This is an optimization exercise on Yosys and OpenROAD, whose aim is small area, a short achievable clock period and few clock cycles, not a production implementation. RTL that was checked went through simulation tests only; none was proved equivalent to the original.

old:
==> flow/design.v <==
module JAM (
    input CLK,
    input RST,
    output [2:0] W,
    output [2:0] J,
    input [6:0] Cost,
    output [3:0] MatchCount,
    output [9:0] MinCost,
    output reg Valid );
localparam ROUND = 3'd0, SEL = 3'd1, FIN = 3'd2, UPASS = 3'd3, DFS = 3'd4;
reg [2:0] state;
reg [2:0] r;             
reg [2:0] i0;            
reg [2:0] cj;            
reg [2:0] j0;            
reg [8:0] base;           
reg first;
reg [7:0] mind;
reg [2:0] jmin;
reg [7:0] S;             
reg rootr;               
reg [7:0] colFree;
reg [6:0] vp [0:7];
reg [7:0] dst [0:7];     
reg [2:0] way [0:7];     
reg [2:0] rowOf [0:7];   
reg [2:0] ja;
reg augdone;
reg adv;
reg [9:0] mc;
reg [3:0] cnt;
assign MinCost = mc;
assign MatchCount = cnt;
function [3:0] lowest;           
    input [7:0] m;
    begin
        casez (m)
            8'b???????1: lowest = 4'b1000;
            8'b??????10: lowest = 4'b1001;
            8'b?????100: lowest = 4'b1010;
            8'b????1000: lowest = 4'b1011;
            8'b???10000: lowest = 4'b1100;
            8'b??100000: lowest = 4'b1101;
            8'b?1000000: lowest = 4'b1110;
            8'b10000000: lowest = 4'b1111;
            default:     lowest = 4'b0000;
        endcase
    end
endfunction
function [7:0] above;            
    input [2:0] k;
    begin
        above = 8'hFE << k;
    end
endfunction
wire [2:0] row_jmin = rowOf[jmin];
wire [2:0] row_cj = rowOf[cj];
assign W = (state == SEL) ? row_jmin : (state == UPASS) ? row_cj : i0;
assign J = (state == SEL) ? jmin : cj;
wire [6:0] vp_cj = colFree[cj] ? 7'd0 : vp[cj];
wire [6:0] vp_jmin = colFree[jmin] ? 7'd0 : vp[jmin];
wire [9:0] bv = {base[8], base} + {3'd0, vp_cj};
wire [9:0] cur_full = bv + {3'd0, Cost};
wire over = cur_full[9:8] != 2'b00;
wire [7:0] cur8 = over ? 8'd255 : cur_full[7:0];
wire [7:0] dst_cj = dst[cj];
wire better = rootr || (!over && cur_full[7:0] < dst_cj);
wire cur_lt_min = !over && cur_full[7:0] < mind;
wire dst_lt_min = dst_cj < mind;
wire take = first || (better ? cur_lt_min : dst_lt_min);
wire [7:0] nd = better ? cur8 : dst_cj;
wire [3:0] nxt_round = lowest(~S & above(cj));
wire [7:0] S_sel = S | (8'd1 << jmin);
wire [3:0] first_round = lowest(~S_sel);
wire [3:0] lS = lowest(S);
wire [2:0] ju = lS[2:0];
wire [7:0] dst_ju = dst[ju];
wire [2:0] j1 = way[ja];
wire [7:0] S_fin = S & (S - 8'd1);
wire aug_last = (j1 == ja);
wire [7:0] tsum = {1'b0, Cost} + {1'b0, vp_cj};
wire tight = !adv && (tsum == dst[i0]);
wire leaf = (i0 == 3'd7);
wire push = tight && !leaf;
wire [2:0] dm1 = i0 - 3'd1;
wire [7:0] used_push = S | (8'd1 << cj);
wire [3:0] f_push = lowest(~used_push);
wire [3:0] n_here = lowest(~S & above(cj));
wire [2:0] pd = rowOf[dm1];
wire [7:0] used_pop = S & ~(8'd1 << pd);
wire [3:0] n_pop = lowest(~used_pop & above(pd));
always @(posedge CLK or posedge RST) begin
    if (RST) begin
        state <= ROUND;
        r <= 3'd0;
        i0 <= 3'd0;
        cj <= 3'd0;
        j0 <= 3'd0;
        base <= 9'd0;
        first <= 1'b1;
        S <= 8'd0;
        rootr <= 1'b1;
        colFree <= 8'hFF;
        mc <= 10'd0;
        cnt <= 4'd0;
        Valid <= 1'b0;
        adv <= 1'b0;
        augdone <= 1'b0;
    end else begin
        case (state)
        ROUND: begin
            if (better) begin
                dst[cj] <= cur8;
                way[cj] <= rootr ? cj : j0;
            end
            if (take) begin
                mind <= nd;
                jmin <= cj;
            end
            first <= 1'b0;
            if (nxt_round[3])
                cj <= nxt_round[2:0];
            else
                state <= SEL;
        end
        SEL: begin
            if (colFree[jmin]) begin
                mc <= mc + {2'd0, mind};
                colFree[jmin] <= 1'b0;
                vp[jmin] <= 7'd0;
                ja <= jmin;
                augdone <= 1'b0;
                state <= FIN;
            end else begin
                S <= S_sel;
                j0 <= jmin;
                rootr <= 1'b0;
                i0 <= row_jmin;
                base <= {1'b0, mind} - {2'd0, Cost} - {2'd0, vp_jmin};
                cj <= first_round[2:0];
                first <= 1'b1;
                state <= ROUND;
            end
        end
        FIN: begin
            if (lS[3]) begin
                vp[ju] <= vp[ju] + (mind[6:0] - dst_ju[6:0]);
                S <= S_fin;
            end
            if (!augdone) begin
                if (aug_last) begin
                    rowOf[ja] <= r;
                    augdone <= 1'b1;
                end else begin
                    rowOf[ja] <= rowOf[j1];
                    ja <= j1;
                end
            end
            if (S_fin == 8'd0 && (augdone || aug_last)) begin
                if (r == 3'd7) begin
                    state <= UPASS;
                    cj <= 3'd0;
                end else begin
                    state <= ROUND;
                    r <= r + 3'd1;
                    i0 <= r + 3'd1;
                    base <= 9'd0;
                    rootr <= 1'b1;
                    cj <= 3'd0;
                    first <= 1'b1;
                end
            end
        end
        UPASS: begin
            dst[row_cj] <= tsum;
            cj <= cj + 3'd1;
            if (cj == 3'd7) begin
                state <= DFS;
                i0 <= 3'd0;
                S <= 8'd0;
                adv <= 1'b0;
            end
        end
        DFS: if (!Valid) begin
            if (tight && leaf)
                cnt <= cnt + 4'd1;
            adv <= 1'b0;
            if (push) begin
                rowOf[i0] <= cj;
                S <= used_push;
                i0 <= i0 + 3'd1;
                cj <= f_push[2:0];
            end else if (n_here[3]) begin
                cj <= n_here[2:0];
            end else if (i0 == 3'd0) begin
                Valid <= 1'b1;
            end else begin
                i0 <= dm1;
                S <= used_pop;
                if (n_pop[3]) begin
                    cj <= n_pop[2:0];
                end else begin
                    cj <= pd;
                    adv <= 1'b1;
                end
            end
        end
        default: state <= ROUND;
        endcase
    end
end
endmodule
export LEC_CHECK = 0
export CAP_MARGIN = 20
export CORE_MARGIN = 2
export CORE_UTILIZATION = 40
export PLACE_DENSITY = 0.6
export SETUP_SLACK_MARGIN = 4
export SLEW_MARGIN = 20
create_clock -name core_clock -period 10.0 [get_ports {CLK}]
run.sh (not shown) runs the stock make flow with config.mk's settings and CLKGATE_MAP_FILE= SYNTH_SCRIPT=/design/flow/synth_recipe.tcl, a recipe that flattens the netlist after the stock synthesis.
old finished every step from synthesis to the final layout, and the layout passed the timing, DRC and antenna checks.
Here is what was changed in the inputs of new compared with old.
==> flow/design.v <==
module JAM (
    input CLK,
    input RST,
    output [2:0] W,
    output [2:0] J,
    input [6:0] Cost,
    output [3:0] MatchCount,
    output [9:0] MinCost,
    output reg Valid );
localparam ROUND = 3'd0, SEL = 3'd1, FIN = 3'd2, UPASS = 3'd3, DFS = 3'd4;
reg [2:0] state;
reg [2:0] r;             
reg [2:0] i0;            
reg [2:0] cj;            
reg [3:0] j0;            
reg [8:0] base;           
reg first;
reg [7:0] mind;
reg [2:0] jmin;
reg [7:0] S;             
reg [7:0] dval;
reg [7:0] colFree;
reg [6:0] vp [0:7];
reg [7:0] dst [0:7];     
reg [3:0] way [0:7];
reg [2:0] rowOf [0:7];   
reg [3:0] ja;
reg augdone;
reg adv;
reg [9:0] mc;
reg [3:0] cnt;
assign MinCost = mc;
assign MatchCount = cnt;
function [3:0] lowest;           
    input [7:0] m;
    begin
        casez (m)
            8'b???????1: lowest = 4'b1000;
            8'b??????10: lowest = 4'b1001;
            8'b?????100: lowest = 4'b1010;
            8'b????1000: lowest = 4'b1011;
            8'b???10000: lowest = 4'b1100;
            8'b??100000: lowest = 4'b1101;
            8'b?1000000: lowest = 4'b1110;
            8'b10000000: lowest = 4'b1111;
            default:     lowest = 4'b0000;
        endcase
    end
endfunction
function [7:0] above;            
    input [2:0] k;
    begin
        above = 8'hFE << k;
    end
endfunction
wire [2:0] row_jmin = rowOf[jmin];
wire [2:0] row_cj = rowOf[cj];
assign W = (state == SEL) ? row_jmin : (state == UPASS) ? row_cj : i0;
assign J = (state == SEL) ? jmin : cj;
wire [6:0] vp_cj = colFree[cj] ? 7'd0 : vp[cj];
wire [6:0] vp_jmin = colFree[jmin] ? 7'd0 : vp[jmin];
wire [9:0] bv = {base[8], base} + {3'd0, vp_cj};
wire [9:0] cur_full = bv + {3'd0, Cost};
wire over = cur_full[9:8] != 2'b00;
wire [7:0] cur8 = over ? 8'd255 : cur_full[7:0];
wire [7:0] dst_cj = dst[cj];
wire better = !dval[cj] || (!over && cur_full[7:0] < dst_cj);
wire cur_lt_min = !over && cur_full[7:0] < mind;
wire dst_lt_min = dst_cj < mind;
wire take = first || (better ? cur_lt_min : dst_lt_min);
wire [7:0] nd = better ? cur8 : dst_cj;
wire [3:0] nxt_round = lowest(~S & above(cj));
wire [7:0] S_sel = S | (8'd1 << jmin);
wire [3:0] first_round = lowest(~S_sel);
wire [3:0] lS = lowest(S);
wire [2:0] ju = lS[2:0];
wire [7:0] dst_ju = dst[ju];
wire [3:0] j1 = way[ja[2:0]];
wire [7:0] S_fin = S & (S - 8'd1);
wire aug_last = j1[3];
wire [7:0] tsum = {1'b0, Cost} + {1'b0, vp_cj};
wire tight = !adv && (tsum == dst[i0]);
wire leaf = (i0 == 3'd7);
wire push = tight && !leaf;
wire [2:0] dm1 = i0 - 3'd1;
wire [7:0] used_push = S | (8'd1 << cj);
wire [3:0] f_push = lowest(~used_push);
wire [3:0] n_here = lowest(~S & above(cj));
wire [2:0] pd = rowOf[dm1];
wire [7:0] used_pop = S & ~(8'd1 << pd);
wire [3:0] n_pop = lowest(~used_pop & above(pd));
always @(posedge CLK or posedge RST) begin
    if (RST) begin
        state <= ROUND;
        r <= 3'd0;
        i0 <= 3'd0;
        cj <= 3'd0;
        j0 <= 4'd8;
        base <= 9'd0;
        first <= 1'b1;
        S <= 8'd0;
        dval <= 8'd0;
        colFree <= 8'hFF;
        mc <= 10'd0;
        cnt <= 4'd0;
        Valid <= 1'b0;
        adv <= 1'b0;
        augdone <= 1'b0;
    end else begin
        case (state)
        ROUND: begin
            if (better) begin
                dst[cj] <= cur8;
                way[cj] <= j0;
                dval[cj] <= 1'b1;
            end
            if (take) begin
                mind <= nd;
                jmin <= cj;
            end
            first <= 1'b0;
            if (nxt_round[3])
                cj <= nxt_round[2:0];
            else
                state <= SEL;
        end
        SEL: begin
            if (colFree[jmin]) begin
                mc <= mc + {2'd0, mind};
                colFree[jmin] <= 1'b0;
                vp[jmin] <= 7'd0;
                ja <= {1'b0, jmin};
                augdone <= 1'b0;
                state <= FIN;
            end else begin
                S <= S_sel;
                j0 <= {1'b0, jmin};
                i0 <= row_jmin;
                base <= {1'b0, mind} - {2'd0, Cost} - {2'd0, vp_jmin};
                cj <= first_round[2:0];
                first <= 1'b1;
                state <= ROUND;
            end
        end
        FIN: begin
            if (lS[3]) begin
                vp[ju] <= vp[ju] + (mind[6:0] - dst_ju[6:0]);
                S <= S_fin;
            end
            if (!augdone) begin
                if (aug_last) begin
                    rowOf[ja[2:0]] <= r;
                    augdone <= 1'b1;
                end else begin
                    rowOf[ja[2:0]] <= rowOf[j1[2:0]];
                    ja <= j1;
                end
            end
            if (S_fin == 8'd0 && (augdone || aug_last)) begin
                if (r == 3'd7) begin
                    state <= UPASS;
                    cj <= 3'd0;
                end else begin
                    state <= ROUND;
                    r <= r + 3'd1;
                    i0 <= r + 3'd1;
                    j0 <= 4'd8;
                    base <= 9'd0;
                    dval <= 8'd0;
                    cj <= 3'd0;
                    first <= 1'b1;
                end
            end
        end
        UPASS: begin
            dst[row_cj] <= tsum;
            cj <= cj + 3'd1;
            if (cj == 3'd7) begin
                state <= DFS;
                i0 <= 3'd0;
                S <= 8'd0;
                adv <= 1'b0;
            end
        end
        DFS: if (!Valid) begin
            if (tight && leaf)
                cnt <= cnt + 4'd1;
            adv <= 1'b0;
            if (push) begin
                rowOf[i0] <= cj;
                S <= used_push;
                i0 <= i0 + 3'd1;
                cj <= f_push[2:0];
            end else if (n_here[3]) begin
                cj <= n_here[2:0];
            end else if (i0 == 3'd0) begin
                Valid <= 1'b1;
            end else begin
                i0 <= dm1;
                S <= used_pop;
                if (n_pop[3]) begin
                    cj <= n_pop[2:0];
                end else begin
                    cj <= pd;
                    adv <= 1'b1;
                end
            end
        end
        default: state <= ROUND;
        endcase
    end
end
endmodule
==> comparison <==
Looking at detailed-route via count across old and new, the one that comes out lower is new.
Count of clock-buffer cells in the layout ended up 4 higher on new than on old.
[diff] routed wire length, new relative to old: improvement
new: maximum number of pins on one net before global-route repair is 9 higher than what old reported.
Fraction of area in multi-input gates ended up 1.5 points lower on new than on old.
new: post-synthesis net count about 0.45% below old
Going from old to new, die height climbed 0.78%.
Between old and new, mux contribution to synthesized area increased.
Testbench counts of new, summed over its fixed seeds: cycles 3,413.
Only the layout flow was run in old; the RTL was not checked for function there.

[port drivers added, routing unchanged]
How much do the figures lean on ideal ports? The routed layouts below were timed once more, with nothing changed but the port constraints. Step 1: set_driving_cell puts a clkbuf_16 on CLK and a buf_2 on each other input, an assumption about the parent block. Step 2 also shifts input and output timing later by t, the mid clock arrival at the registers, as if the neighbouring blocks saw the same clock. a / b / c = no drivers / after step 1 / after step 2; a / b = the first two.
run | t, ns | setup slack, ns | hold slack, ns | clock arrival spread, ns | worst slew at a driven data input, ns
old | 0.639 | 3.977 / 3.977 / 3.459 | 0.465 / 0.465 / 0.465 | 0.032 / 0.031 | 0.07
new | 0.633 | 4.040 / 4.040 / 3.553 | 0.467 / 0.467 / 0.467 | 0.021 / 0.021 | 0.03
After both steps every run listed still meets setup and hold. For old, which loses most, drivers alone change the setup slack by 0.000 ns; drivers and shift together by -0.518 ns.
